Background: an optimization exercise with open tools, aiming at small area. Do not read the settings as production practice.
Only simulation tests tie the RTL to the original design; equivalence was not proved.

[flow/flow/run.sh]
#!/bin/bash
set -euo pipefail
export BUFFER_PORTS_ARGS="-buffer_cell sky130_fd_sc_hd__buf_1"
bash standard.sh finish > standard_flow.log 2>&1
[flow/standard.sh]
#!/bin/bash
# synth_recipe.tcl (not shown) runs the flow's synth.tcl, then flattens the netlist and writes it again
# the make line also repeats each setting of config.mk as NAME=value (left out here)
make -C /OpenROAD-flow-scripts/flow DESIGN_CONFIG=/design/flow/config.mk WORK_HOME=/design/flow/orfs CLKGATE_MAP_FILE= SYNTH_SCRIPT=/design/flow/synth_recipe.tcl "${@:-finish}"
[flow/config.mk]
export PLATFORM = sky130hd
export DESIGN_NAME = rgb_to_ycrcb_converter
export DESIGN_NICKNAME = rgb_to_ycrcb_converter
export VERILOG_FILES = /design/flow/design.v
export SDC_FILE = /design/flow/constraint.sdc
export NUM_CORES = 4
export LEC_CHECK = 0
export CAP_MARGIN = 20
export CORE_MARGIN = 2
export CORE_UTILIZATION = 40
export SLEW_MARGIN = 20
export SYNTH_HIERARCHICAL = 1
[flow/constraint.sdc]
create_clock -name core_clock -period 10.0 [get_ports {clk}]
set_input_delay 2.0000 -clock core_clock [delete_from_list [all_inputs] [get_ports {clk}]]
set_output_delay 2.0000 -clock core_clock [all_outputs]
set_load 0.01 [all_outputs]
[flow/design.v]
module rgb_to_ycrcb_converter
#(
	parameter DATAIN_WIDTH 	= 32,
	parameter DATAOUT_WIDTH = 32
)
(
	input		clk		,
	input		rst		,
	input      	[DATAIN_WIDTH-1:0]	datain	,
	input             		datain_valid	,
	output	reg		datain_ready			,
	output      	[DATAOUT_WIDTH-1:0]	dataout			,
	output  reg           		dataout_valid ,
	input				dataout_ready
);
	reg [7:0] R0, G0, B0;
	reg [7:0] Y2;
	reg [8:0] D3, D4;
	reg v1;
	wire s0 = G0[0] ^ R0[0];
	wire c1 = ~G0[0] | R0[0];
	wire s2, c3;
	rgb_fa u4 (.a(~G0[1]), .b(R0[1]), .c(c1), .s(s2), .co(c3));
	wire s5, c6;
	rgb_fa u7 (.a(~G0[2]), .b(R0[2]), .c(c3), .s(s5), .co(c6));
	wire s8, c9;
	rgb_fa u10 (.a(~G0[3]), .b(R0[3]), .c(c6), .s(s8), .co(c9));
	wire s11, c12;
	rgb_fa u13 (.a(~G0[4]), .b(R0[4]), .c(c9), .s(s11), .co(c12));
	wire s14, c15;
	rgb_fa u16 (.a(~G0[5]), .b(R0[5]), .c(c12), .s(s14), .co(c15));
	wire s17, c18;
	rgb_fa u19 (.a(~G0[6]), .b(R0[6]), .c(c15), .s(s17), .co(c18));
	wire s20, c21;
	rgb_fa u22 (.a(~G0[7]), .b(R0[7]), .c(c18), .s(s20), .co(c21));
	wire s23 = B0[0] ^ G0[0];
	wire c24 = B0[0] & ~G0[0];
	wire s25, c26;
	rgb_fa u27 (.a(B0[1]), .b(~G0[1]), .c(c24), .s(s25), .co(c26));
	wire s28, c29;
	rgb_fa u30 (.a(B0[2]), .b(~G0[2]), .c(c26), .s(s28), .co(c29));
	wire s31, c32;
	rgb_fa u33 (.a(B0[3]), .b(~G0[3]), .c(c29), .s(s31), .co(c32));
	wire s34, c35;
	rgb_fa u36 (.a(B0[4]), .b(~G0[4]), .c(c32), .s(s34), .co(c35));
	wire s37, c38;
	rgb_fa u39 (.a(B0[5]), .b(~G0[5]), .c(c35), .s(s37), .co(c38));
	wire s40, c41;
	rgb_fa u42 (.a(B0[6]), .b(~G0[6]), .c(c38), .s(s40), .co(c41));
	wire s43, c44;
	rgb_fa u45 (.a(B0[7]), .b(~G0[7]), .c(c41), .s(s43), .co(c44));
	wire s46 = s0 ^ s20;
	wire c47 = ~s0 & s20;
	wire s48, c49;
	rgb_fa u50 (.a(~s2), .b(s11), .c(c21), .s(s48), .co(c49));
	wire s51, c52;
	assign c52 = c47 & s48;
	wire s54, c55;
	rgb_fa u56 (.a(s0), .b(~s5), .c(s14), .s(s54), .co(c55));
	wire s57, c58;
	assign c58 = (s54 & c49) | (s54 & c52) | (c49 & c52);
	wire s60, c61;
	rgb_fa u62 (.a(s2), .b(c55), .c(s17), .s(s60), .co(c61));
	wire s63, c64;
	assign c64 = (~s8 & s60) | (~s8 & c58) | (s60 & c58);
	wire s66, c67;
	rgb_fa u68 (.a(s0), .b(s5), .c(~s11), .s(s66), .co(c67));
	wire s69, c70;
	rgb_fa u71 (.a(s66), .b(c61), .c(s20), .s(s69), .co(c70));
	wire s72, c73;
	assign c73 = s69 & c64;
	wire s75, c76;
	rgb_fa u77 (.a(s2), .b(s8), .c(c67), .s(s75), .co(c76));
	wire s78, c79;
	rgb_fa u80 (.a(~s14), .b(s75), .c(c21), .s(s78), .co(c79));
	wire s81, c82;
	rgb_fa u83 (.a(c70), .b(s78), .c(c73), .s(s81), .co(c82));
	wire s84 = s23 ^ s28;
	wire c85 = ~s23 & s28;
	wire s86, c87;
	rgb_fa u88 (.a(s25), .b(c85), .c(s31), .s(s86), .co(c87));
	wire s89 = s86 ^ s37;
	wire c90 = s86 | ~s37;
	wire s91, c92;
	rgb_fa u93 (.a(s23), .b(s28), .c(c87), .s(s91), .co(c92));
	wire s94, c95;
	rgb_fa u96 (.a(s34), .b(s91), .c(c90), .s(s94), .co(c95));
	wire s97 = s40 ^ s94;
	wire c98 = ~s40 & s94;
	wire s99, c100;
	rgb_fa u101 (.a(~s25), .b(s31), .c(c92), .s(s99), .co(c100));
	wire s102, c103;
	rgb_fa u104 (.a(s37), .b(s99), .c(c95), .s(s102), .co(c103));
	wire s105, c106;
	assign c106 = (~s43 & c98) | (~s43 & s102) | (c98 & s102);
	wire s108, c109;
	rgb_fa u110 (.a(~s28), .b(s34), .c(c100), .s(s108), .co(c109));
	wire s111, c112;
	rgb_fa u113 (.a(s40), .b(s108), .c(c103), .s(s111), .co(c112));
	wire s114, c115;
	rgb_fa u116 (.a(~c44), .b(c106), .c(s111), .s(s114), .co(c115));
	wire s117, c118;
	rgb_fa u119 (.a(s23), .b(s31), .c(~s37), .s(s117), .co(c118));
	wire s120, c121;
	rgb_fa u122 (.a(~s117), .b(c109), .c(s43), .s(s120), .co(c121));
	wire s123, c124;
	rgb_fa u125 (.a(s120), .b(c112), .c(c115), .s(s123), .co(c124));
	wire s126, c127;
	assign c127 = s114 & s123;
	wire s129, c130;
	rgb_fa u131 (.a(s25), .b(~s34), .c(s40), .s(s129), .co(c130));
	wire s132, c133;
	rgb_fa u134 (.a(~c118), .b(c44), .c(s129), .s(s132), .co(c133));
	wire s135, c136;
	rgb_fa u137 (.a(c121), .b(s132), .c(c124), .s(s135), .co(c136));
	wire s138 = c127 ^ s135;
	wire c139 = c127 | s135;
	wire s140, c141;
	rgb_fa u142 (.a(s28), .b(c130), .c(s43), .s(s140), .co(c141));
	wire s143, c144;
	rgb_fa u145 (.a(~s37), .b(c133), .c(s140), .s(s143), .co(c144));
	wire s146, c147;
	rgb_fa u148 (.a(s143), .b(c136), .c(c139), .s(s146), .co(c147));
	wire s149, c150;
	rgb_fa u151 (.a(G0[0]), .b(s5), .c(s31), .s(s149), .co(c150));
	wire s152, c153;
	rgb_fa u154 (.a(s11), .b(s149), .c(c76), .s(s152), .co(c153));
	wire s155, c156;
	rgb_fa u157 (.a(s17), .b(s40), .c(~c44), .s(s155), .co(c156));
	wire s158, c159;
	rgb_fa u160 (.a(s152), .b(c79), .c(c141), .s(s158), .co(c159));
	wire s161, c162;
	rgb_fa u163 (.a(~s155), .b(c144), .c(s158), .s(s161), .co(c162));
	wire s164, c165;
	rgb_fa u166 (.a(s161), .b(c82), .c(s81), .s(s164), .co(c165));
	wire s167, c168;
	rgb_fa u169 (.a(c147), .b(s164), .c(s146), .s(s167), .co(c168));
	wire s170, c171;
	rgb_fa u172 (.a(G0[1]), .b(s8), .c(c150), .s(s170), .co(c171));
	wire s173, c174;
	rgb_fa u175 (.a(s34), .b(s14), .c(s170), .s(s173), .co(c174));
	wire s176, c177;
	rgb_fa u178 (.a(~s173), .b(s20), .c(s43), .s(s176), .co(c177));
	wire s179, c180;
	rgb_fa u181 (.a(~c153), .b(c156), .c(s176), .s(s179), .co(c180));
	wire s182, c183;
	rgb_fa u184 (.a(c159), .b(~s179), .c(c162), .s(s182), .co(c183));
	wire s185, c186;
	rgb_fa u187 (.a(s182), .b(c165), .c(c168), .s(s185), .co(c186));
	wire s188, c189;
	rgb_ha u190 (.a(s167), .b(s185), .s(s188), .co(c189));
	wire s191, c192;
	rgb_fa u193 (.a(G0[2]), .b(s11), .c(c171), .s(s191), .co(c192));
	wire s194, c195;
	rgb_fa u196 (.a(s37), .b(s17), .c(c174), .s(s194), .co(c195));
	wire s197, c198;
	rgb_fa u199 (.a(~s191), .b(c21), .c(c44), .s(s197), .co(c198));
	wire s200, c201;
	rgb_fa u202 (.a(~s194), .b(c177), .c(s197), .s(s200), .co(c201));
	wire s203, c204;
	rgb_fa u205 (.a(c180), .b(s200), .c(~c183), .s(s203), .co(c204));
	wire s206, c207;
	rgb_fa u208 (.a(~s203), .b(c186), .c(c189), .s(s206), .co(c207));
	wire s209, c210;
	rgb_fa u211 (.a(G0[3]), .b(s14), .c(c192), .s(s209), .co(c210));
	wire s212, c213;
	rgb_fa u214 (.a(s40), .b(s20), .c(c195), .s(s212), .co(c213));
	wire s215, c216;
	rgb_fa u217 (.a(s209), .b(~c198), .c(s212), .s(s215), .co(c216));
	wire s218, c219;
	rgb_fa u220 (.a(c201), .b(~s215), .c(c204), .s(s218), .co(c219));
	wire s221, c222;
	rgb_fa u223 (.a(~s218), .b(c207), .c(s206), .s(s221), .co(c222));
	wire s224, c225;
	rgb_fa u226 (.a(G0[4]), .b(s17), .c(c21), .s(s224), .co(c225));
	wire s227, c228;
	rgb_fa u229 (.a(c210), .b(s43), .c(s224), .s(s227), .co(c228));
	wire s230, c231;
	rgb_fa u232 (.a(c213), .b(s227), .c(c216), .s(s230), .co(c231));
	wire s233, c234;
	rgb_fa u235 (.a(s230), .b(~c219), .c(c222), .s(s233), .co(c234));
	wire s236, c237;
	rgb_fa u238 (.a(G0[5]), .b(c44), .c(s20), .s(s236), .co(c237));
	wire s239, c240;
	rgb_fa u241 (.a(c225), .b(s236), .c(c228), .s(s239), .co(c240));
	wire s242, c243;
	rgb_fa u244 (.a(s239), .b(c231), .c(c234), .s(s242), .co(c243));
	wire s245, c246;
	rgb_fa u247 (.a(G0[6]), .b(c21), .c(c237), .s(s245), .co(c246));
	wire s248, c249;
	rgb_fa u250 (.a(s245), .b(c240), .c(c243), .s(s248), .co(c249));
	wire s251 = G0[7] ^ c246 ^ c249;
	wire s252 = R0[0] ^ s167;
	wire c253 = R0[0] | s167;
	wire s254, c255;
	rgb_fa u256 (.a(R0[1]), .b(c253), .c(~s188), .s(s254), .co(c255));
	wire s257, c258;
	rgb_fa u259 (.a(R0[2]), .b(s206), .c(c255), .s(s257), .co(c258));
	wire s260, c261;
	rgb_fa u262 (.a(R0[3]), .b(~s221), .c(c258), .s(s260), .co(c261));
	wire s263, c264;
	rgb_fa u265 (.a(R0[4]), .b(~s233), .c(c261), .s(s263), .co(c264));
	wire s266, c267;
	rgb_fa u268 (.a(R0[5]), .b(~s242), .c(c264), .s(s266), .co(c267));
	wire s269, c270;
	rgb_fa u271 (.a(R0[6]), .b(~s248), .c(c267), .s(s269), .co(c270));
	wire s272, c273;
	rgb_fa u274 (.a(R0[7]), .b(s251), .c(c270), .s(s272), .co(c273));
	wire s275, c276;
	rgb_ha u277 (.a(B0[0]), .b(s167), .s(s275), .co(c276));
	wire s278, c279;
	rgb_fa u280 (.a(B0[1]), .b(c276), .c(~s188), .s(s278), .co(c279));
	wire s281, c282;
	rgb_fa u283 (.a(B0[2]), .b(s206), .c(c279), .s(s281), .co(c282));
	wire s284, c285;
	rgb_fa u286 (.a(B0[3]), .b(~s221), .c(c282), .s(s284), .co(c285));
	wire s287, c288;
	rgb_fa u289 (.a(B0[4]), .b(~s233), .c(c285), .s(s287), .co(c288));
	wire s290, c291;
	rgb_fa u292 (.a(B0[5]), .b(~s242), .c(c288), .s(s290), .co(c291));
	wire s293, c294;
	rgb_fa u295 (.a(B0[6]), .b(~s248), .c(c291), .s(s293), .co(c294));
	wire s296, c297;
	rgb_fa u298 (.a(B0[7]), .b(s251), .c(c294), .s(s296), .co(c297));
	wire s299, c300;
	rgb_fa u301 (.a(D3[6]), .b(D3[7]), .c(D3[8]), .s(s299), .co(c300));
	wire s302, c303;
	rgb_fa u304 (.a(D3[3]), .b(D3[6]), .c(D3[8]), .s(s302), .co(c303));
	wire s305, c306;
	rgb_fa u307 (.a(c300), .b(s299), .c(s302), .s(s305), .co(c306));
	wire s308, c309;
	rgb_fa u310 (.a(D3[4]), .b(D3[7]), .c(c303), .s(s308), .co(c309));
	wire s311, c312;
	rgb_fa u313 (.a(s308), .b(c306), .c(s305), .s(s311), .co(c312));
	wire s314, c315;
	rgb_fa u316 (.a(D3[5]), .b(D3[8]), .c(c309), .s(s314), .co(c315));
	wire s317, c318;
	assign c318 = (s314 & c312) | (s314 & s311) | (c312 & s311);
	wire s320, c321;
	rgb_fa u322 (.a(~D3[0]), .b(D3[6]), .c(c315), .s(s320), .co(c321));
	wire s323 = s320 ^ c318;
	wire c324 = s320 | c318;
	wire s325, c326;
	rgb_fa u327 (.a(~D3[0]), .b(D3[1]), .c(D3[7]), .s(s325), .co(c326));
	wire s328, c329;
	rgb_fa u330 (.a(s325), .b(c321), .c(c324), .s(s328), .co(c329));
	wire s331, c332;
	rgb_fa u333 (.a(~D3[0]), .b(D3[1]), .c(D3[2]), .s(s331), .co(c332));
	wire s334, c335;
	rgb_fa u336 (.a(D3[8]), .b(c326), .c(s331), .s(s334), .co(c335));
	wire s337, c338;
	assign c338 = (s334 & c329) | (s334 & s328) | (c329 & s328);
	wire s340, c341;
	rgb_fa u342 (.a(D3[1]), .b(D3[2]), .c(D3[3]), .s(s340), .co(c341));
	wire s343, c344;
	rgb_fa u345 (.a(s340), .b(c332), .c(c335), .s(s343), .co(c344));
	wire s346 = s343 ^ c338;
	wire c347 = s343 | c338;
	wire s348, c349;
	rgb_fa u350 (.a(D3[2]), .b(D3[3]), .c(D3[4]), .s(s348), .co(c349));
	wire s351, c352;
	rgb_fa u353 (.a(c341), .b(s348), .c(c344), .s(s351), .co(c352));
	wire s354 = s351 ^ c347;
	wire c355 = s351 | c347;
	wire s356, c357;
	rgb_fa u358 (.a(D3[3]), .b(D3[4]), .c(D3[5]), .s(s356), .co(c357));
	wire s359, c360;
	rgb_fa u361 (.a(c349), .b(s356), .c(c352), .s(s359), .co(c360));
	wire s362 = s359 ^ c355;
	wire c363 = s359 | c355;
	wire s364, c365;
	rgb_fa u366 (.a(D3[4]), .b(D3[5]), .c(D3[6]), .s(s364), .co(c365));
	wire s367, c368;
	rgb_fa u369 (.a(c357), .b(s364), .c(c360), .s(s367), .co(c368));
	wire s370 = s367 ^ c363;
	wire c371 = s367 | c363;
	wire s372, c373;
	rgb_fa u374 (.a(D3[5]), .b(D3[6]), .c(D3[7]), .s(s372), .co(c373));
	wire s375, c376;
	rgb_fa u377 (.a(c365), .b(s372), .c(c368), .s(s375), .co(c376));
	wire s378 = s375 ^ c371;
	wire c379 = s375 | c371;
	wire s380, c381;
	rgb_fa u382 (.a(D3[6]), .b(D3[7]), .c(D3[8]), .s(s380), .co(c381));
	wire s383, c384;
	rgb_fa u385 (.a(c373), .b(s380), .c(c376), .s(s383), .co(c384));
	wire s386, c387;
	rgb_ha u388 (.a(s383), .b(c379), .s(s386), .co(c387));
	wire s389, c390;
	rgb_fa u391 (.a(D3[7]), .b(D3[8]), .c(c381), .s(s389), .co(c390));
	wire s392, c393;
	rgb_fa u394 (.a(s389), .b(c384), .c(c387), .s(s392), .co(c393));
	wire s395 = D3[8] ^ c390 ^ c393;
	wire s396 = D4[6] ^ D4[8];
	wire c397 = ~D4[6] & D4[8];
	wire s398, c399;
	assign c399 = (D4[1] & D4[7]) | (D4[1] & ~c397) | (D4[7] & ~c397);
	wire s401, c402;
	rgb_fa u403 (.a(D4[2]), .b(D4[8]), .c(c399), .s(s401), .co(c402));
	wire s404, c405;
	rgb_fa u406 (.a(D4[3]), .b(c402), .c(s401), .s(s404), .co(c405));
	wire s407, c408;
	rgb_fa u409 (.a(D4[4]), .b(c405), .c(s404), .s(s407), .co(c408));
	wire s410, c411;
	rgb_fa u412 (.a(D4[5]), .b(c408), .c(s407), .s(s410), .co(c411));
	wire s413, c414;
	rgb_fa u415 (.a(~D4[0]), .b(D4[6]), .c(c411), .s(s413), .co(c414));
	wire s416 = s410 ^ s413;
	wire c417 = ~s410 & ~s413;
	wire s418, c419;
	rgb_fa u420 (.a(~D4[1]), .b(D4[7]), .c(c414), .s(s418), .co(c419));
	wire s421 = c417 ^ s418;
	wire c422 = c417 & ~s418;
	wire s423, c424;
	rgb_fa u425 (.a(~D4[2]), .b(D4[8]), .c(c419), .s(s423), .co(c424));
	wire s426 = c422 ^ s423;
	wire c427 = c422 | ~s423;
	wire s428, c429;
	rgb_fa u430 (.a(D4[3]), .b(~c424), .c(c427), .s(s428), .co(c429));
	wire s431, c432;
	rgb_fa u433 (.a(D4[4]), .b(c429), .c(s428), .s(s431), .co(c432));
	wire s434, c435;
	rgb_fa u436 (.a(D4[5]), .b(c432), .c(s431), .s(s434), .co(c435));
	wire s437, c438;
	rgb_fa u439 (.a(D4[6]), .b(c435), .c(s434), .s(s437), .co(c438));
	wire s440, c441;
	rgb_fa u442 (.a(D4[7]), .b(c438), .c(s437), .s(s440), .co(c441));
	wire s443 = D4[8] ^ c441 ^ s440;
	always @(posedge clk) begin
		R0 <= datain[15:8]; G0 <= datain[23:16]; B0 <= datain[31:24];
		Y2 <= {s251, s248, s242, s233, s221, s206, s188, s167};
		D3 <= {c273, s272, s269, s266, s263, s260, s257, s254, s252};
		D4 <= {c297, s296, s293, s290, s287, s284, s281, s278, s275};
		if (rst) begin
			datain_ready <= 1'b0; v1 <= 1'b0; dataout_valid <= 1'b0;
		end else begin
			datain_ready <= dataout_ready; v1 <= datain_valid; dataout_valid <= v1;
		end
	end
	assign dataout = {Y2 ^ 8'b10000101, {s395, s392, s386, s378, s370, s362, s354, s346} ^ 8'b10011111, {s443, s440, s437, s434, s431, s428, s426, s421} ^ 8'b11111101, 8'h00};
endmodule
module rgb_fa (input a, input b, input c, output s, output co);
	assign s = a ^ b ^ c;
	assign co = (a & b) | (a & c) | (b & c);
endmodule
module rgb_ha (input a, input b, output s, output co);
	assign s = a ^ b;
	assign co = a & b;
endmodule
==> out/results.tsv, run 1 <==
stage	metric	value	unit
critical_path	critPathKind	flop to flop	
synth	synth_top_cell_by_area	fa_1	
die	die_x	107	um
die	row_count	37	
timing	whs	461	ps
place	hpwl	6.86	mm
critical_path	cpMostUsedCell	fa_2	
routing	routedWlPerCell	13.9	um
synth	synth_edf_count	0	
critical_path	arrival	9900	ps
grt	grt_overflow_total	0	
die	io-pin-count	70	
critical_path	cp.required	10180	ps
synth	avgSynthCellArea	14.0	um^2
timing	period_share	97.2	%
synth	synthTopCellsByArea	fa_1 57%, dfxtp_1 25%, inv_1 6.2%	
routing	wirelength	7.29	mm
routing	drt-initial-drc-count	62	
critical_path	crit_slowest_cell	fa_2	
critical_path	critPathMaxStageDelay	560	ps
grt	grt_pass1_wl	13.1	mm
timing	fmax	103	MHz
timing	rsz0062_at_grt	false	
clocking	clock-sinks	53	
clocking	ctsHoldBuffers	0	
cells_and_area	fin_area	4960	um^2
timing	fin_crit	9720	ps
cells_and_area	area_growth	15.8	%
routing	ant_nets	0	
die	die_area	11600	um^2
timing	setup-violations-final	0	
place	placed_area	4750	um^2
outcome	outcome	finished clean	
synth	syn-instance-count	305	
synth	netlist_area	4280	um^2
grt	first_global_vias	2757	
critical_path	cp_max_fo	2	
grt	grt_antenna_before_repair	0	
die	core	10400	um^2
synth	yosysUniqueCellTypes	21	
cells_and_area	drive_above_1_share	18.6	%
clocking	numCtsBuffers	5	
routing	firstDrtPassIters	4	
timing	hold_violations	0	
synth	ys_async_sr_fraction	0	%
grt	grt_max_degree	18	
place	io_buffers	53	
critical_path	end_kind	flop	
synth	ys_seq_elements	53	
die	initial_core_util	41.3	%
routing	drc	0	
cells_and_area	fin_nets	558	
routing	vias	2221	
job	drv_cap	0	
synth	ys_seq_area_share	24.8	%
synth	synth_ff_type	dfxtp_1	
worst_hold_path	hp-class	flop to flop	
clocking	cts_tree	yes	
timing	fin_tns_setup	0	ps
clocking	clk_pin_slew	90	ps
timing	skew	11.3	ps
clocking	htreeDepth	2	
clocking	clock_path_buffers	2	
synth	netlist.area_leader.share	57.5	%
clocking	cts_root_buf	clkbuf_8	
routing	vias_per_cell	4.25	
critical_path	worstSetupStartpointType	flop	
die	die_h	107	um
timing	slew_viol_final	0	
cells_and_area	antennaDiodeCount	0	
place	place.gp.congestion	0.769	
clocking	clkLatencyLatePin	310	ps
synth	yosysWarnings	7	
grt	grt_use_total	15.1	%
[cells in the mapped netlist (all sizes together), types with 2 or more instances]
library cell / number
a21o: 2
nor2: 3
dfxtp: 53
buf: 16
maj3: 2
nor2b: 4
xnor2: 5
fa: 123
inv: 71
ha: 13
nand2b: 3
[per-module statistics from Yosys (local to each module, per instance)]
module	flip-flops and latches	times used	area (um^2)	cells
rgb_fa	0	123	20.0	1
rgb_ha	0	3	12.5	1
rgb_to_ycrcb_converter	53	1	1780	179
[path summary, 6_finish.rpt]
path	slack [ps]	endpoint	start	depth (start not counted)
worst max register to register	280	D3[7]$_DFF_P_	G0[0]$_DFF_P_	26
worst min register to register	460	dataout_valid$_SDFF_PP0_	v1$_SDFF_PP0_	1
worst max-delay path	280	D3[7]$_DFF_P_	G0[0]$_DFF_P_	26
worst min-delay path	460	dataout_valid$_SDFF_PP0_	v1$_SDFF_PP0_	1
[final cells by class]
type / instances / area, um^2
fill: 957 / 5410
multi-input combinational: 172 / 2940
sequential: 53 / 1060
timing repair buffer: 83 / 424
inverter: 71 / 267
tap: 136 / 170
clock buffer: 6 / 82.6
clock inverter: 2 / 17.5
[stage by stage]
step           setup slack, ps  instances  util (%)
2_1_floorplan             27.0        312         -
3_3_place_gp              -290        510      45.8
3_5_place_dp              -335        510      45.8
4_1_cts                   8.67        523      47.8
5_1_grt                   10.9        523      47.8
6_report                   279        523      47.8
[layout by cell type (no fill, tap or decap), types with 2 or more instances in the layout]
master and instances:
a21o_1 2, buf_1 53, buf_4 30, clkbuf_8 6
conb_1 8, dfxtp_1 52, fa_1 98, fa_2 25
ha_1 11, ha_2 2, inv_1 70, maj3_2 2
nand2b_1 3, nor2_1 3, nor2b_1 4, xnor2_1 4
[registers in the layout, indices dropped and copies added, names as in the netlist]
name / count
Y2: 8
dataout_valid: 1
v1: 1
R0: 8
D4: 9
datain_ready: 1
D3: 9
B0: 8
G0: 8
[logic make-up (layout without fill, tap and decap cells)]
kind of cell | Yosys count | in the layout | synth area share (%)
flops | 53 | 53 | 24.8
fa+ha+maj | 138 | 138 | 61.8
simple gates | 14 | 14 | 1.99
xor+xnor | 6 | 6 | 1.23
compound gates | 6 | 6 | 1.11
other cells | 1 | 8 | 0.0875
buf+inv | 87 | 162 | 9.02
[layer usage]
layer  routed length, um  vias to the layer above  global-route usage, %
met5                   0                        -                      0
met4                  12                        0                   1.56
met3                 466                        2                   4.18
met2                3660                       64                   25.3
met1                3150                     1145                   20.6
li1                    -                     1010                      -
[critical path: cells and delay by family, from the launching register on]
kind	cells	cell delay, ps
AO/OA/AOI/OAI	1	180
adder cells (fa/ha/maj)	23	8940
buffers and inverters	2	140
flip-flops	1	360
[repair_timing]
item / CTS / global route
resized for setup: 26 / 3
buffers inserted: 5 / 0
setup endpoints to repair: 5 / 4
pin swaps: 10 / 10
hold endpoints to repair: 0 / 0
==> inputs of run 2 (changes only) <==
==> flow/run.sh (new file) <==
#!/bin/bash
# synth_recipe.tcl (not shown) runs the flow's synth.tcl, then flattens the netlist and writes it again
# the make line also repeats each setting of config.mk as NAME=value (left out here)
make -C /OpenROAD-flow-scripts/flow DESIGN_CONFIG=/design/flow/config.mk WORK_HOME=/design/flow/orfs CLKGATE_MAP_FILE= SYNTH_SCRIPT=/design/flow/synth_recipe.tcl finish
removed: flow/flow/run.sh
removed: flow/standard.sh
==> run 2 against run 1 <==
Sequential cell count unchanged. Worst hold slack improved by 3.1 ps. Non-clock buffer count decreased by 3. Global-route usage decreased by 0.71 points. Via count decreased by 1.8%. Count of clock-buffer cells in the layout decreased by 1. Routed wire length increased by 0.47%. Maximum frequency decreased by 0.32%.
==> out/results.tsv, run 2 <==
stage	metric	value	unit	change
die	die_x	107	um	unchanged
clocking	clock-sinks	53		unchanged
place	hpwl	6.73	mm	was 6.86 mm
timing	rsz0062_at_grt	false		unchanged
job	drv_cap	0		unchanged
routing	drt-initial-drc-count	51		was 62
timing	fin_crit	9750	ps	was 9720 ps
timing	skew	5.84	ps	was 11.3 ps
cells_and_area	layout_common_cells	99 x fa_1, 68 x inv_1, 53 x clkdlybuf4s50_1		was 98 x fa_1, 70 x inv_1, 53 x buf_1
synth	synth_edf_count	0		unchanged
die	core	10400	um^2	unchanged
cells_and_area	area_growth	22.8	%	was 15.8%
critical_path	cp_max_fo	3		was 2
routing	wirelength	7.32	mm	was 7.29 mm
synth	yosysWarnings	7		unchanged
critical_path	crit_slowest_cell	fa_2		unchanged
synth	synth_top_cell_by_area	fa_1		unchanged
routing	routedWlPerCell	14.1	um	was 13.9 um
place	io_buffers	53		unchanged
critical_path	arrival	9940	ps	was 9900 ps
timing	whs	465	ps	was 461 ps
routing	ant_nets	0		unchanged
synth	netlist_area	4280	um^2	unchanged
clocking	numCtsBuffers	5		unchanged
cells_and_area	fin_nets	555		was 558
synth	synthTopCellsByCount	123 x fa_1, 71 x inv_1, 53 x dfxtp_1		unchanged
die	die_h	107	um	unchanged
grt	grt_max_degree	16		was 18
die	die_area	11600	um^2	unchanged
die	io-pin-count	70		unchanged
outcome	outcome	finished clean		unchanged
timing	period_share	97.5	%	was 97.2%
synth	ys_seq_elements	53		unchanged
grt	grt_use_total	14.4	%	was 15.1%
routing	firstDrtPassIters	4		unchanged
synth	ys_seq_area_share	24.8	%	unchanged
grt	first_global_vias	2558		was 2757
clocking	clock_path_buffers	2		unchanged
synth	syn-instance-count	305		unchanged
synth	ys_async_sr_fraction	0	%	unchanged
synth	synth_ff_type	dfxtp_1		unchanged
clocking	cts_tree	yes		unchanged
timing	hold_violations	0		unchanged
synth	synthMostInstantiatedCell	fa_1		unchanged
critical_path	end_kind	flop		unchanged
clocking	clk_pin_slew	90	ps	about the same
synth	netlist.area_leader.share	57.5	%	unchanged
die	row_count	37		unchanged
timing	slew_viol_final	0		unchanged
synth	avgSynthCellArea	14.0	um^2	unchanged
routing	vias_per_cell	4.20		was 4.25
routing	vias	2180		was 2221
critical_path	critPathMaxStageDelay	550	ps	was 560 ps
place	place.gp.congestion	0.796		was 0.769
routing	wl_met3	357	um	was 466 um
timing	setup-violations-final	0		unchanged
critical_path	worstSetupStartpointType	flop		unchanged
cells_and_area	top_regs	D3 (9), D4 (9)		unchanged
routing	wl_met1	3.43	mm	was 3.15 mm
clocking	clkLatencyLatePin	310	ps	about the same
critical_path	cpMostUsedCell	fa_2		unchanged
routing	routed.top_layer	met4		unchanged
timing	fmax	103	MHz	about the same
clocking	cts_root_buf	clkbuf_8		unchanged
worst_hold_path	hp-class	flop to flop		unchanged
grt	grt_overflow_total	0		unchanged
cells_and_area	drive_above_1_share	17.8	%	was 18.6%
grt	grt_antenna_before_repair	0		unchanged
synth	synthTopCellsByArea	fa_1 57%, dfxtp_1 25%, inv_1 6.2%		unchanged
cells_and_area	post-route-util	50.7	%	was 47.8%
clocking	htreeDepth	2		unchanged
routing	drc	0		unchanged
cells_and_area	layout_commonest_cell	fa_1		unchanged
critical_path	critPathKind	flop to flop		unchanged
cells_and_area	antennaDiodeCount	0		unchanged
die	initial_core_util	41.3	%	unchanged
synth	yosysUniqueCellTypes	21		unchanged
critical_path	cp.required	10190	ps	was 10180 ps
grt	grt_pass1_wl	12.5	mm	was 13.1 mm
routing	wl_met2	3.51	mm	was 3.66 mm
[run 2: worst max-delay path, delay by kind of cell (launching register included)]
family / cells / cell delay, ps
DFF: 1 / 360
buffers and inverters: 3 / 350
adders and majority gates: 23 / 8800
AOI/OAI and AO/OA: 1 / 110
[run 2: path summary, 6_finish.rpt]
check | slack, ps | end | start | cells after the start
worst min register to register | 460 | dataout_valid$_SDFF_PP0_ | v1$_SDFF_PP0_ | 1
worst min-delay path | 460 | dataout_valid$_SDFF_PP0_ | v1$_SDFF_PP0_ | 1
worst max-delay path | 250 | D3[7]$_DFF_P_ | G0[0]$_DFF_P_ | 27
worst max register to register | 250 | D3[7]$_DFF_P_ | G0[0]$_DFF_P_ | 27
[run 2: final cells by class]
| class | instances | area (um^2) |
|---|---|---|
| well taps | 136 | 170 |
| fillers | 936 | 5110 |
| inverters | 71 | 267 |
| repair buffers | 80 | 733 |
| clock buffers | 5 | 68.8 |
| flip-flops and latches | 53 | 1060 |
| clock inverters | 2 | 35.0 |
| multi-input cells | 172 | 2930 |
[run 2: metrics by stage]
step / cells / instance area, um^2 / setup slack, ps / setup TNS [ps]
3_5_place_dp: 510 / 5080 / -344 / -1120
2_1_floorplan: 312 / 4310 / 27.0 / 0
4_1_cts: 519 / 5250 / 34.3 / 0
3_3_place_gp: 510 / 5080 / -298 / -1020
5_1_grt: 519 / 5260 / 12.0 / 0
6_report: 519 / 5260 / 248 / 0
[run 2: logic make-up (layout without fill, tap and decap cells)]
family	Yosys count	after routing	share of synthesized area [%]
AO/OA/AOI/OAI	6	6	1.11
XOR/XNOR	6	6	1.23
adder cells (fa/ha/maj)	138	138	61.8
buffers and inverters	87	158	9.02
flip-flops	53	53	24.8
other	1	8	0.0875
AND/OR/NAND/NOR	14	14	1.99
[run 2: Yosys stat by module (local to each module, per instance)]
| module | cells inside | copies in the design |
|---|---|---|
| rgb_to_ycrcb_converter | 179 | 1 |
| rgb_fa | 1 | 123 |
| rgb_ha | 1 | 3 |
[run 2: metal layers]
metal,vias up,global-route usage [%]
met3,5,3.21
met1,1115,20.6
met5,-,0
li1,1003,-
met4,0,1.92
met2,57,23.4
[run 2: what timing repair did]
item	CTS	global route
endpoints found under the setup margin	4	5
hold buffers	0	0
hold endpoints to repair	0	0
resized for setup	23	6
pin swaps	8	7
buffers inserted	2	0
==> inputs of run 3 (changes only) <==
--- a/flow/config.mk
+++ b/flow/config.mk
@@ -7,6 +7,6 @@
 export LEC_CHECK = 0
 export CAP_MARGIN = 20
 export CORE_MARGIN = 2
-export CORE_UTILIZATION = 40
+export CORE_UTILIZATION = 65
 export SLEW_MARGIN = 20
 export SYNTH_HIERARCHICAL = 1
==> run 3 against run 2 <==
Count of clock-buffer cells in the layout increased by 1. Area after synthesis stayed put. Worst hold slack worse by 16 ps. Sequential cell count unchanged. Register-to-register slack improved by 40 ps.
==> out/results.tsv, run 3 <==
stage	metric	value	unit	change
timing	setup-violations-final	0		unchanged
critical_path	ff2ff_path_depth	27		unchanged
cells_and_area	fin_area	5190	um^2	was 5260 um^2
routing	vias	2250		was 2180
die	die_h	85.2	um	was 107 um
synth	synth_top_cell_by_area	fa_1		unchanged
critical_path	cpMostUsedCell	fa_1		was fa_2
grt	first_global_vias	2734		was 2558
critical_path	cp_max_fo	3		unchanged
critical_path	r2r_start	G0[0]$_DFF_P_		unchanged
worst_hold_path	worstHoldEndpoint	dataout_valid$_SDFF_PP0_		unchanged
clocking	clkLatencyLatePin	300	ps	was 310 ps
clocking	clk_pin_slew	100	ps	was 90 ps
cells_and_area	antennaDiodeCount	0		unchanged
clocking	clock_path_buffers	2		unchanged
synth	netlist.area_leader.share	57.5	%	unchanged
critical_path	end_kind	primary output		was flop
synth	synth_ff_type	dfxtp_1		unchanged
routing	drc	0		unchanged
place	dp.cells	448		was 510
clocking	cts_root_buf	clkbuf_8		unchanged
synth	netlist_area	4280	um^2	unchanged
synth	avgSynthCellArea	14.0	um^2	unchanged
critical_path	regToRegEndpoint	D3[7]$_DFF_P_		unchanged
timing	fmax	102	MHz	was 103 MHz
routing	ant_nets	0		unchanged
cells_and_area	layout_commonest_cell	fa_1		unchanged
synth	yosysWarnings	7		unchanged
synth	synthSimpleGateAreaFrac	1.99	%	unchanged
critical_path	r2r_setup_slack	290	ps	was 250 ps
cells_and_area	top_regs	D3 (9), D4 (9)		unchanged
die	initial_core_util	67.5	%	was 41.3%
clocking	htreeDepth	2		unchanged
cells_and_area	fin_nets	553		was 555
cells_and_area	fin_cells	459		was 519
grt	grt_use_total	23.7	%	was 14.4%
die	core	6350	um^2	was 10400 um^2
timing	slew_viol_final	0		unchanged
grt	grt_pass1_wl	12.8	mm	was 12.5 mm
worst_hold_path	hp-class	flop to flop		unchanged
timing	period_share	98.1	%	was 97.5%
timing	skew	15.1	ps	was 5.84 ps
clocking	ctsHoldBuffers	0		unchanged
cells_and_area	fillers	366		was 936
place	hpwl	6.61	mm	was 6.73 mm
grt	grt_overflow_total	0		unchanged
grt	grt_max_degree	18		was 16
synth	synthMostInstantiatedCell	fa_1		unchanged
routing	vias_per_cell	4.90		was 4.20
synth	synthTopCellsByArea	fa_1 57%, dfxtp_1 25%, inv_1 6.2%		unchanged
clocking	numCtsBuffers	5		unchanged
cells_and_area	layout_common_cells	98 x fa_1, 68 x inv_1, 53 x clkdlybuf4s50_1		was 99 x fa_1, 68 x inv_1, 53 x clkdlybuf4s50_1
critical_path	path_cells	nand2b_1 -> maj3_2 -> fa_1 -> fa_1 -> fa_1 -> fa_1 -> fa_1 -> fa_1 -> fa_1 -> ha_1 -> inv_1 -> fa_1 -> fa_1 -> fa_2 -> fa_1 -> fa_2 -> inv_1 -> xnor2_1 -> clkdlybuf4s50_1		
worst_hold_path	holdPathStages	1		unchanged
timing	fin_tns_setup	0	ps	unchanged
synth	synth_top_family_by_area	adder cells		unchanged
job	drv_cap	0		unchanged
critical_path	critPathMaxStageDelay	590	ps	was 550 ps
critical_path	cp.required	8000	ps	was 10190 ps
synth	ys_seq_area_share	24.8	%	unchanged
synth	ys_async_sr_fraction	0	%	unchanged
place	placed_area	4980	um^2	was 5080 um^2
cells_and_area	area_growth	21.1	%	was 22.8%
clocking	clock-sinks	53		unchanged
synth	synthTopCellsByCount	123 x fa_1, 71 x inv_1, 53 x dfxtp_1		unchanged
synth	synth_edf_count	0		unchanged
timing	hold_violations	0		unchanged
die	die_area	7260	um^2	was 11600 um^2
worst_hold_path	holdCritStartpoint	v1$_SDFF_PP0_		unchanged
routing	routedWlPerCell	15.7	um	was 14.1 um
routing	drt-initial-drc-count	48		was 51
synth	yosysUniqueCellTypes	21		unchanged
outcome	outcome	finished clean		unchanged
synth	ys_seq_elements	53		unchanged
synth	synthXorXnorAreaFrac	1.23	%	unchanged
critical_path	arrival	7810	ps	was 9940 ps
routing	wirelength	7.19	mm	was 7.32 mm
synth	synth_compound_area_share	1.11	%	unchanged
die	row_count	29		was 37
grt	grt_antenna_before_repair	0		unchanged
die	io-pin-count	70		unchanged
routing	firstDrtPassIters	6		was 4
critical_path	critPathKind	flop to primary output		was flop to flop
clocking	cts_tree	yes		unchanged
synth	muxShareOfSynthArea	0	%	unchanged
synth	syn-instance-count	305		unchanged
die	die_x	85.2	um	was 107 um
timing	fin_crit	9810	ps	was 9750 ps
critical_path	worstSetupStartpointType	flop		unchanged
place	place.gp.congestion	0.974		was 0.796
place	io_buffers	53		unchanged
cells_and_area	post-route-util	81.7	%	was 50.7%
synth	synthAdderAreaFrac	61.8	%	unchanged
critical_path	crit_slowest_cell	fa_2		unchanged
cells_and_area	drive_above_1_share	18.3	%	was 17.8%
## run 3: cell type report
| cell class | instances | area (um^2) | area share (%) |
|---|---|---|---|
| multi-input cells | 172 | 2940 | 56.7 |
| flip-flops and latches | 53 | 1060 | 20.5 |
| repair buffers | 78 | 718 | 13.8 |
| inverters | 71 | 267 | 5.14 |
| well taps | 77 | 96.3 | 1.86 |
| clock buffers | 6 | 82.6 | 1.59 |
| clock inverters | 2 | 17.5 | 0.338 |
## run 3: worst max path at each step
| stage | start | end | slack, ps | cells past startpoint |
|---|---|---|---|---|
| 6_report | D4[6]$_DFF_P_ | dataout[15] | 190 | 19 |
| 4_1_cts | G0[0]$_DFF_P_ | D4[7]$_DFF_P_ | 3 | 26 |
| 5_1_grt | D4[6]$_DFF_P_ | dataout[15] | -50 | 19 |
| 2_1_floorplan | G0[0]$_DFF_P_ | D3[7]$_DFF_P_ | 30 | 27 |
| 3_5_place_dp | G0[0]$_DFF_P_ | D3[7]$_DFF_P_ | -210 | 27 |
| 3_3_place_gp | G0[0]$_DFF_P_ | D3[7]$_DFF_P_ | -150 | 27 |
## run 3: cell families after synthesis
group,after synthesis
other,1
adders and majority gates,138
AOI/OAI and AO/OA,6
xor gates and xnor gates,6
DFF,53
buffers and inverters,87
and+or+nand+nor,14
## run 3: critical path, delay by kind of cell (launching register included)
family                   cells  cell delay (ps)
adder cells (fa/ha/maj)     14             6170
buffers and inverters        3              650
AND/OR/NAND/NOR              1              170
XOR/XNOR                     1              150
flip-flops                   1              370
## run 3: timing repair
item | CTS | global route
buffers inserted | 3 | 0
resized for setup | 22 | 10
cloned | 0 | 0
pin swaps | 8 | 6
endpoints found under the setup margin | 4 | 5
## run 3: modules after synthesis, one instance, submodules excluded
module | cells inside | cell area, um^2 | copies in the design | flip-flops and latches
rgb_to_ycrcb_converter | 179 | 1780 | 1 | 53
rgb_fa | 1 | 20.0 | 123 | 0
rgb_ha | 1 | 12.5 | 3 | 0
## run 3: through the flow
step | hold slack, ps | setup slack (ps)
detailed placement | 446 | -213
global route | 480 | -52.9
CTS | 457 | 2.78
finish | 448 | 193
global placement | 423 | -150
floorplan | 414 | 27.0
## run 3: routing by layer
layer	GRT usage, %	part of all wire [%]	up-vias
met5	0	0	-
met4	4.33	1.3	0
met3	5.16	5.7	6
met2	40.5	52	66
met1	32.3	41	1177
li1	-	-	1001
==> inputs of run 4 (changes only) <==
--- a/flow/design.v
+++ b/flow/design.v
@@ -15,7 +15,8 @@
 );
 	reg [7:0] R0, G0, B0;
 	reg [7:0] Y2;
-	reg [8:0] D3, D4;
+	reg [8:0] Q3;
+	reg [8:0] Q4;
 	reg v1;
 	wire s0 = G0[0] ^ R0[0];
 	wire c1 = ~G0[0] | R0[0];
@@ -223,121 +224,107 @@
 	wire s296, c297;
 	rgb_fa u298 (.a(B0[7]), .b(s251), .c(c294), .s(s296), .co(c297));
 	wire s299, c300;
-	rgb_fa u301 (.a(D3[6]), .b(D3[7]), .c(D3[8]), .s(s299), .co(c300));
+	rgb_fa u301 (.a(Q3[4]), .b(Q3[6]), .c(Q3[8]), .s(s299), .co(c300));
 	wire s302, c303;
-	rgb_fa u304 (.a(D3[3]), .b(D3[6]), .c(D3[8]), .s(s302), .co(c303));
+	rgb_fa u304 (.a(Q3[7]), .b(c300), .c(s299), .s(s302), .co(c303));
 	wire s305, c306;
-	rgb_fa u307 (.a(c300), .b(s299), .c(s302), .s(s305), .co(c306));
+	rgb_fa u307 (.a(Q3[3]), .b(Q3[6]), .c(Q3[8]), .s(s305), .co(c306));
 	wire s308, c309;
-	rgb_fa u310 (.a(D3[4]), .b(D3[7]), .c(c303), .s(s308), .co(c309));
+	rgb_fa u310 (.a(s305), .b(c303), .c(s302), .s(s308), .co(c309));
 	wire s311, c312;
-	rgb_fa u313 (.a(s308), .b(c306), .c(s305), .s(s311), .co(c312));
+	rgb_fa u313 (.a(Q3[4]), .b(Q3[7]), .c(c306), .s(s311), .co(c312));
 	wire s314, c315;
-	rgb_fa u316 (.a(D3[5]), .b(D3[8]), .c(c309), .s(s314), .co(c315));
+	rgb_fa u316 (.a(s311), .b(c309), .c(s308), .s(s314), .co(c315));
 	wire s317, c318;
-	assign c318 = (s314 & c312) | (s314 & s311) | (c312 & s311);
+	rgb_fa u319 (.a(Q3[5]), .b(Q3[8]), .c(c312), .s(s317), .co(c318));
 	wire s320, c321;
-	rgb_fa u322 (.a(~D3[0]), .b(D3[6]), .c(c315), .s(s320), .co(c321));
-	wire s323 = s320 ^ c318;
-	wire c324 = s320 | c318;
-	wire s325, c326;
-	rgb_fa u327 (.a(~D3[0]), .b(D3[1]), .c(D3[7]), .s(s325), .co(c326));
-	wire s328, c329;
-	rgb_fa u330 (.a(s325), .b(c321), .c(c324), .s(s328), .co(c329));
-	wire s331, c332;
-	rgb_fa u333 (.a(~D3[0]), .b(D3[1]), .c(D3[2]), .s(s331), .co(c332));
-	wire s334, c335;
-	rgb_fa u336 (.a(D3[8]), .b(c326), .c(s331), .s(s334), .co(c335));
-	wire s337, c338;
-	assign c338 = (s334 & c329) | (s334 & s328) | (c329 & s328);
+	assign c321 = (s317 & c315) | (s317 & s314) | (c315 & s314);
+	wire s323, c324;
+	rgb_fa u325 (.a(Q3[0]), .b(Q3[6]), .c(c318), .s(s323), .co(c324));
+	wire s326, c327;
+	assign c327 = s323 & c321;
+	wire s329, c330;
+	rgb_fa u331 (.a(~Q3[1]), .b(Q3[7]), .c(c324), .s(s329), .co(c330));
+	wire s332, c333;
+	assign c333 = s329 & c327;
+	wire s335, c336;
+	rgb_fa u337 (.a(~Q3[2]), .b(Q3[8]), .c(c330), .s(s335), .co(c336));
+	wire s338 = s335 ^ c333;
+	wire c339 = s335 | c333;
 	wire s340, c341;
-	rgb_fa u342 (.a(D3[1]), .b(D3[2]), .c(D3[3]), .s(s340), .co(c341));
-	wire s343, c344;
-	rgb_fa u345 (.a(s340), .b(c332), .c(c335), .s(s343), .co(c344));
-	wire s346 = s343 ^ c338;
-	wire c347 = s343 | c338;
-	wire s348, c349;
-	rgb_fa u350 (.a(D3[2]), .b(D3[3]), .c(D3[4]), .s(s348), .co(c349));
-	wire s351, c352;
-	rgb_fa u353 (.a(c341), .b(s348), .c(c344), .s(s351), .co(c352));
-	wire s354 = s351 ^ c347;
-	wire c355 = s351 | c347;
-	wire s356, c357;
-	rgb_fa u358 (.a(D3[3]), .b(D3[4]), .c(D3[5]), .s(s356), .co(c357));
-	wire s359, c360;
-	rgb_fa u361 (.a(c349), .b(s356), .c(c352), .s(s359), .co(c360));
-	wire s362 = s359 ^ c355;
-	wire c363 = s359 | c355;
-	wire s364, c365;
-	rgb_fa u366 (.a(D3[4]), .b(D3[5]), .c(D3[6]), .s(s364), .co(c365));
-	wire s367, c368;
-	rgb_fa u369 (.a(c357), .b(s364), .c(c360), .s(s367), .co(c368));
-	wire s370 = s367 ^ c363;
-	wire c371 = s367 | c363;
-	wire s372, c373;
-	rgb_fa u374 (.a(D3[5]), .b(D3[6]), .c(D3[7]), .s(s372), .co(c373));
-	wire s375, c376;
-	rgb_fa u377 (.a(c365), .b(s372), .c(c368), .s(s375), .co(c376));
-	wire s378 = s375 ^ c371;
-	wire c379 = s375 | c371;
-	wire s380, c381;
-	rgb_fa u382 (.a(D3[6]), .b(D3[7]), .c(D3[8]), .s(s380), .co(c381));
-	wire s383, c384;
-	rgb_fa u385 (.a(c373), .b(s380), .c(c376), .s(s383), .co(c384));
-	wire s386, c387;
-	rgb_ha u388 (.a(s383), .b(c379), .s(s386), .co(c387));
-	wire s389, c390;
-	rgb_fa u391 (.a(D3[7]), .b(D3[8]), .c(c381), .s(s389), .co(c390));
-	wire s392, c393;
-	rgb_fa u394 (.a(s389), .b(c384), .c(c387), .s(s392), .co(c393));
-	wire s395 = D3[8] ^ c390 ^ c393;
-	wire s396 = D4[6] ^ D4[8];
-	wire c397 = ~D4[6] & D4[8];
-	wire s398, c399;
-	assign c399 = (D4[1] & D4[7]) | (D4[1] & ~c397) | (D4[7] & ~c397);
+	rgb_fa u342 (.a(Q3[0]), .b(Q3[3]), .c(~c336), .s(s340), .co(c341));
+	wire s343 = c339 ^ s340;
+	wire c344 = c339 | ~s340;
+	wire s345, c346;
+	rgb_fa u347 (.a(~Q3[1]), .b(Q3[4]), .c(c341), .s(s345), .co(c346));
+	wire s348 = c344 ^ s345;
+	wire c349 = c344 | ~s345;
+	wire s350, c351;
+	rgb_fa u352 (.a(~Q3[2]), .b(Q3[5]), .c(c346), .s(s350), .co(c351));
+	wire s353 = c349 ^ s350;
+	wire c354 = c349 | ~s350;
+	wire s355, c356;
+	rgb_fa u357 (.a(~Q3[3]), .b(Q3[6]), .c(c351), .s(s355), .co(c356));
+	wire s358 = c354 ^ s355;
+	wire c359 = c354 | ~s355;
+	wire s360, c361;
+	rgb_fa u362 (.a(~Q3[4]), .b(Q3[7]), .c(c356), .s(s360), .co(c361));
+	wire s363 = c359 ^ s360;
+	wire c364 = c359 | ~s360;
+	wire s365, c366;
+	rgb_fa u367 (.a(~Q3[5]), .b(Q3[8]), .c(c361), .s(s365), .co(c366));
+	wire s368 = c364 ^ s365;
+	wire c369 = c364 & ~s365;
+	wire s370, c371;
+	rgb_fa u372 (.a(Q3[6]), .b(~c366), .c(c369), .s(s370), .co(c371));
+	wire s373 = Q3[7] ^ c371 ^ s370;
+	wire s374 = Q4[6] ^ Q4[8];
+	wire c375 = ~Q4[6] & Q4[8];
+	wire s376, c377;
+	assign c377 = (Q4[1] & Q4[7]) | (Q4[1] & ~c375) | (Q4[7] & ~c375);
+	wire s379, c380;
+	rgb_fa u381 (.a(Q4[2]), .b(Q4[8]), .c(c377), .s(s379), .co(c380));
+	wire s382, c383;
+	rgb_fa u384 (.a(Q4[3]), .b(c380), .c(s379), .s(s382), .co(c383));
+	wire s385, c386;
+	rgb_fa u387 (.a(Q4[4]), .b(c383), .c(s382), .s(s385), .co(c386));
+	wire s388, c389;
+	rgb_fa u390 (.a(Q4[5]), .b(c386), .c(s385), .s(s388), .co(c389));
+	wire s391, c392;
+	rgb_fa u393 (.a(~Q4[0]), .b(Q4[6]), .c(c389), .s(s391), .co(c392));
+	wire s394 = s388 ^ s391;
+	wire c395 = ~s388 & ~s391;
+	wire s396, c397;
+	rgb_fa u398 (.a(~Q4[1]), .b(Q4[7]), .c(c392), .s(s396), .co(c397));
+	wire s399 = c395 ^ s396;
+	wire c400 = c395 & ~s396;
 	wire s401, c402;
-	rgb_fa u403 (.a(D4[2]), .b(D4[8]), .c(c399), .s(s401), .co(c402));
-	wire s404, c405;
-	rgb_fa u406 (.a(D4[3]), .b(c402), .c(s401), .s(s404), .co(c405));
-	wire s407, c408;
-	rgb_fa u409 (.a(D4[4]), .b(c405), .c(s404), .s(s407), .co(c408));
-	wire s410, c411;
-	rgb_fa u412 (.a(D4[5]), .b(c408), .c(s407), .s(s410), .co(c411));
-	wire s413, c414;
-	rgb_fa u415 (.a(~D4[0]), .b(D4[6]), .c(c411), .s(s413), .co(c414));
-	wire s416 = s410 ^ s413;
-	wire c417 = ~s410 & ~s413;
+	rgb_fa u403 (.a(~Q4[2]), .b(Q4[8]), .c(c397), .s(s401), .co(c402));
+	wire s404 = c400 ^ s401;
+	wire c405 = c400 | ~s401;
+	wire s406, c407;
+	rgb_fa u408 (.a(Q4[3]), .b(~c402), .c(c405), .s(s406), .co(c407));
+	wire s409, c410;
+	rgb_fa u411 (.a(Q4[4]), .b(c407), .c(s406), .s(s409), .co(c410));
+	wire s412, c413;
+	rgb_fa u414 (.a(Q4[5]), .b(c410), .c(s409), .s(s412), .co(c413));
+	wire s415, c416;
+	rgb_fa u417 (.a(Q4[6]), .b(c413), .c(s412), .s(s415), .co(c416));
 	wire s418, c419;
-	rgb_fa u420 (.a(~D4[1]), .b(D4[7]), .c(c414), .s(s418), .co(c419));
-	wire s421 = c417 ^ s418;
-	wire c422 = c417 & ~s418;
-	wire s423, c424;
-	rgb_fa u425 (.a(~D4[2]), .b(D4[8]), .c(c419), .s(s423), .co(c424));
-	wire s426 = c422 ^ s423;
-	wire c427 = c422 | ~s423;
-	wire s428, c429;
-	rgb_fa u430 (.a(D4[3]), .b(~c424), .c(c427), .s(s428), .co(c429));
-	wire s431, c432;
-	rgb_fa u433 (.a(D4[4]), .b(c429), .c(s428), .s(s431), .co(c432));
-	wire s434, c435;
-	rgb_fa u436 (.a(D4[5]), .b(c432), .c(s431), .s(s434), .co(c435));
-	wire s437, c438;
-	rgb_fa u439 (.a(D4[6]), .b(c435), .c(s434), .s(s437), .co(c438));
-	wire s440, c441;
-	rgb_fa u442 (.a(D4[7]), .b(c438), .c(s437), .s(s440), .co(c441));
-	wire s443 = D4[8] ^ c441 ^ s440;
+	rgb_fa u420 (.a(Q4[7]), .b(c416), .c(s415), .s(s418), .co(c419));
+	wire s421 = Q4[8] ^ c419 ^ s418;
 	always @(posedge clk) begin
 		R0 <= datain[15:8]; G0 <= datain[23:16]; B0 <= datain[31:24];
 		Y2 <= {s251, s248, s242, s233, s221, s206, s188, s167};
-		D3 <= {c273, s272, s269, s266, s263, s260, s257, s254, s252};
-		D4 <= {c297, s296, s293, s290, s287, s284, s281, s278, s275};
+		Q3 <= {c273, s272, s269, s266, s263, s260, s257, s254, s252};
+		Q4 <= {c297, s296, s293, s290, s287, s284, s281, s278, s275};
 		if (rst) begin
 			datain_ready <= 1'b0; v1 <= 1'b0; dataout_valid <= 1'b0;
 		end else begin
 			datain_ready <= dataout_ready; v1 <= datain_valid; dataout_valid <= v1;
 		end
 	end
-	assign dataout = {Y2 ^ 8'b10000101, {s395, s392, s386, s378, s370, s362, s354, s346} ^ 8'b10011111, {s443, s440, s437, s434, s431, s428, s426, s421} ^ 8'b11111101, 8'h00};
+	assign dataout = {Y2 ^ 8'b10000101, {s373, s370, s368, s363, s358, s353, s348, s343} ^ 8'b01100000, {s421, s418, s415, s412, s409, s406, s404, s399} ^ 8'b11111101, 8'h00};
 endmodule
 module rgb_fa (input a, input b, input c, output s, output co);
 	assign s = a ^ b ^ c;
==> flow/flow/run.sh (new file) <==
#!/bin/bash
set -euo pipefail
export BUFFER_PORTS_ARGS="-buffer_cell sky130_fd_sc_hd__buf_1"
bash standard.sh finish > standard_flow.log 2>&1
==> flow/standard.sh (new file) <==
#!/bin/bash
# synth_recipe.tcl (not shown) runs the flow's synth.tcl, then flattens the netlist and writes it again
# the make line also repeats each setting of config.mk as NAME=value (left out here)
make -C /OpenROAD-flow-scripts/flow DESIGN_CONFIG=/design/flow/config.mk WORK_HOME=/design/flow/orfs CLKGATE_MAP_FILE= SYNTH_SCRIPT=/design/flow/synth_recipe.tcl "${@:-finish}"
--- a/flow/config.mk
+++ b/flow/config.mk
@@ -7,6 +7,7 @@
 export LEC_CHECK = 0
 export CAP_MARGIN = 20
 export CORE_MARGIN = 2
-export CORE_UTILIZATION = 65
+export CORE_UTILIZATION = 40
+export GPL_TIMING_DRIVEN = 0
 export SLEW_MARGIN = 20
 export SYNTH_HIERARCHICAL = 1
removed: flow/run.sh
==> run 4 against run 3 <==
Register-to-register slack worse by 50 ps. Highest routed layer unchanged. Routed wire length is 0.90% lower. Via count is 4.1% lower. Count of clock-buffer cells in the layout is 1 lower. Still clean. Global-route usage is 9.0 points lower. Core utilization is 35 points lower. Sequential cell count stayed put. Worst setup slack better by 51 ps. Non-clock buffer count is 5 higher. Die area is 54% higher. Final cell count is 12% higher. Sequential share of layout area is 1.8 points higher.
==> out/results.tsv, run 4 <==
stage	metric	value	unit	change
critical_path	cp_max_fo	2		was 3
timing	fmax	102	MHz	about the same
routing	routedWlPerCell	13.8	um	was 15.7 um
clocking	htreeDepth	2		unchanged
synth	synth_edf_count	0		unchanged
synth	synth_top_cell_by_area	fa_1		unchanged
critical_path	critPathMaxStageDelay	580	ps	was 590 ps
place	io_buffers	53		unchanged
grt	first_global_vias	2586		was 2734
routing	drt-initial-drc-count	31		was 48
clocking	clock_path_buffers	2		unchanged
cells_and_area	antennaDiodeCount	0		unchanged
timing	skew	15.1	ps	about the same
synth	netlist_area	4140	um^2	was 4280 um^2
routing	wirelength	7.13	mm	was 7.19 mm
critical_path	crit_slowest_cell	fa_2		unchanged
synth	ys_seq_area_share	25.6	%	was 24.8%
worst_hold_path	hp-class	flop to flop		unchanged
grt	grt_pass1_wl	12.4	mm	was 12.8 mm
synth	netlist.area_leader.share	55.6	%	was 57.5%
grt	grt_use_total	14.7	%	was 23.7%
outcome	outcome	finished clean		unchanged
cells_and_area	area_growth	15.6	%	was 21.1%
grt	grt_overflow_total	0		unchanged
place	hpwl	6.42	mm	was 6.61 mm
cells_and_area	drive_above_1_share	18.2	%	was 18.3%
cells_and_area	layout_common_cells	91 x fa_1, 73 x inv_1, 53 x buf_1		was 98 x fa_1, 68 x inv_1, 53 x clkdlybuf4s50_1
critical_path	worstSetupStartpointType	flop		unchanged
cells_and_area	area.sequential	1070	um^2	was 1060 um^2
timing	fin_crit	9760	ps	was 9810 ps
cells_and_area	fin_area	4790	um^2	was 5190 um^2
cells_and_area	fillers	947		was 366
critical_path	cp.required	10170	ps	was 8000 ps
routing	vias	2157		was 2250
timing	slew_viol_final	0		unchanged
die	die_h	106	um	was 85.2 um
critical_path	cpMostUsedCell	fa_2		was fa_1
synth	ys_seq_elements	53		unchanged
cells_and_area	fin_nets	542		was 553
routing	drc	0		unchanged
place	place.gp.congestion	0.828		was 0.974
critical_path	arrival	9930	ps	was 7810 ps
job	drv_cap	0		unchanged
grt	grt_max_degree	20		was 18
routing	firstDrtPassIters	4		was 6
cells_and_area	multi_input_area	2750	um^2	was 2940 um^2
die	row_count	37		was 29
place	placed_area	4540	um^2	was 4980 um^2
synth	yosysUniqueCellTypes	19		was 21
clocking	clkLatencyLatePin	310	ps	was 300 ps
cells_and_area	post-route-util	47.0	%	was 81.7%
clocking	clock-sinks	53		unchanged
grt	grt_antenna_before_repair	0		unchanged
critical_path	critPathKind	flop to flop		was flop to primary output
synth	synthTopCellsByArea	fa_1 56%, dfxtp_1 26%, inv_1 6.7%		was fa_1 57%, dfxtp_1 25%, inv_1 6.2%
timing	setup-violations-final	0		unchanged
clocking	clk_pin_slew	100	ps	about the same
timing	hold_violations	0		unchanged
synth	ys_async_sr_fraction	0	%	unchanged
synth	synthTopCellsByCount	115 x fa_1, 74 x inv_1, 53 x dfxtp_1		was 123 x fa_1, 71 x inv_1, 53 x dfxtp_1
die	die_x	106	um	was 85.2 um
die	initial_core_util	40.7	%	was 67.5%
synth	syn-instance-count	301		was 305
cells_and_area	layout_commonest_cell	fa_1		unchanged
synth	synthMostInstantiatedCell	fa_1		unchanged
synth	yosysWarnings	7		unchanged
clocking	cts_root_buf	clkbuf_8		unchanged
synth	avgSynthCellArea	13.8	um^2	was 14.0 um^2
timing	period_share	97.6	%	was 98.1%
die	io-pin-count	70		unchanged
clocking	ctsHoldBuffers	0		unchanged
clocking	numCtsBuffers	5		unchanged
timing	fin_tns_setup	0	ps	unchanged
synth	synth_ff_type	dfxtp_1		unchanged
die	core	10200	um^2	was 6350 um^2
timing	whs	463	ps	was 448 ps
critical_path	end_kind	flop		was primary output
die	die_area	11200	um^2	was 7260 um^2
routing	vias_per_cell	4.19		was 4.90
routing	ant_nets	0		unchanged
clocking	cts_tree	yes		unchanged
cells_and_area	top_regs	Q3 (9), Q4 (9)		was D3 (9), D4 (9)
run 4: changes by cell type after synthesis, sizes merged:
cell	change
inv	+3
a31oi	+1
a21o	-1
fa	-8
xor2	-1
buf	+4
xnor2	+1
nor2	-1
o21ai	-1
o21bai	-1
maj3	+1
a21oi	-1
run 4: stage by stage:
stage	cells	setup slack (ps)
floorplan	308	27.0
global route	515	-1.68
CTS	511	10.7
detailed placement	497	-739
global placement	497	-680
finish	515	244
run 4: worst max-delay path, delay by kind of cell (launching register included):
| kind | cells | cell delay [ps] |
|---|---|---|
| compound gates | 1 | 180 |
| flops | 1 | 360 |
| simple gates | 1 | 90 |
| buf+inv | 2 | 130 |
| fa+ha+maj | 23 | 8890 |
run 4: area by class of cell:
type | count | share of cell area (%)
sequential | 53 | 22.3
clock inverter | 3 | 0.601
clock buffer | 5 | 1.44
timing repair buffer | 63 | 5.73
inverter | 74 | 5.80
multi-input combinational | 161 | 57.5
buffer | 20 | 3.14
tap | 136 | 3.56
run 4: path summary, 6_finish.rpt:
path / slack (ps) / end / cells past startpoint / startpoint
max: 240 / Q4[7]$_DFF_P_ / 27 / G0[0]$_DFF_P_
min reg2reg: 460 / dataout_valid$_SDFF_PP0_ / 1 / v1$_SDFF_PP0_
min: 460 / dataout_valid$_SDFF_PP0_ / 1 / v1$_SDFF_PP0_
max reg2reg: 240 / Q4[7]$_DFF_P_ / 27 / G0[0]$_DFF_P_
run 4: metal layers:
layer	part of all wire [%]	track usage (%)	up-vias
met3	5.0	3.03	5
met2	51	25.3	57
met5	0	0	-
li1	-	-	983
met4	0.58	2.35	0
met1	43	19.7	1112
run 4: logic make-up (layout without fill, tap and decap cells):
group	Yosys count	count (layout)	synth area share [%]
XOR/XNOR	6	6	1.27
buffers and inverters	94	165	10.3
flip-flops	53	53	25.6
AND/OR/NAND/NOR	13	13	1.84
adder cells (fa/ha/maj)	131	131	60.3
other	1	8	0.0906
AO/OA/AOI/OAI	3	3	0.544
run 4: timing repair:
item / 4_1_cts / 5_1_grt
pin swaps: 11 / 10
setup buffers: 6 / 4
resized for setup: 25 / 5
hold endpoints to repair: 0 / 0
endpoints found under the setup margin: 7 / 4
run 4: per-module statistics from Yosys (local to each module, per instance):
module	flops+latches	cells
rgb_to_ycrcb_converter	53	184
rgb_fa	0	1
rgb_ha	0	1

-- what the ideal ports hide --
In the flow no input, the clock included, has a driving cell. The finished layouts below were timed again as built, in two steps.
Step 1: set_driving_cell puts a clkbuf_16 on clk and a buf_2 on each other input, an assumption about the parent block.
Step 2 also shifts input and output timing later by t, the mid clock arrival at the registers, as if the neighbouring blocks saw the same clock.
a / b / c = ideal / step 1 / step 2; a / b = the first two.
run	t (ns)	slack for setup (ns)	latest minus earliest clock arrival (ns)	slew at the worst register clock pin (ns)	worst data-port slew with drivers (ns)
run 1	0.331	0.279 / 0.279 / 0.279	0.011 / 0.012	0.09 / 0.09	0.04
run 2	0.330	0.248 / 0.248 / 0.248	0.006 / 0.006	0.09 / 0.09	0.04
run 3	0.322	0.193 / 0.165 / 0.287	0.015 / 0.015	0.10 / 0.10	0.03
run 4	0.331	0.244 / 0.244 / 0.244	0.016 / 0.015	0.10 / 0.10	0.03
After both steps every run listed still meets setup and hold.
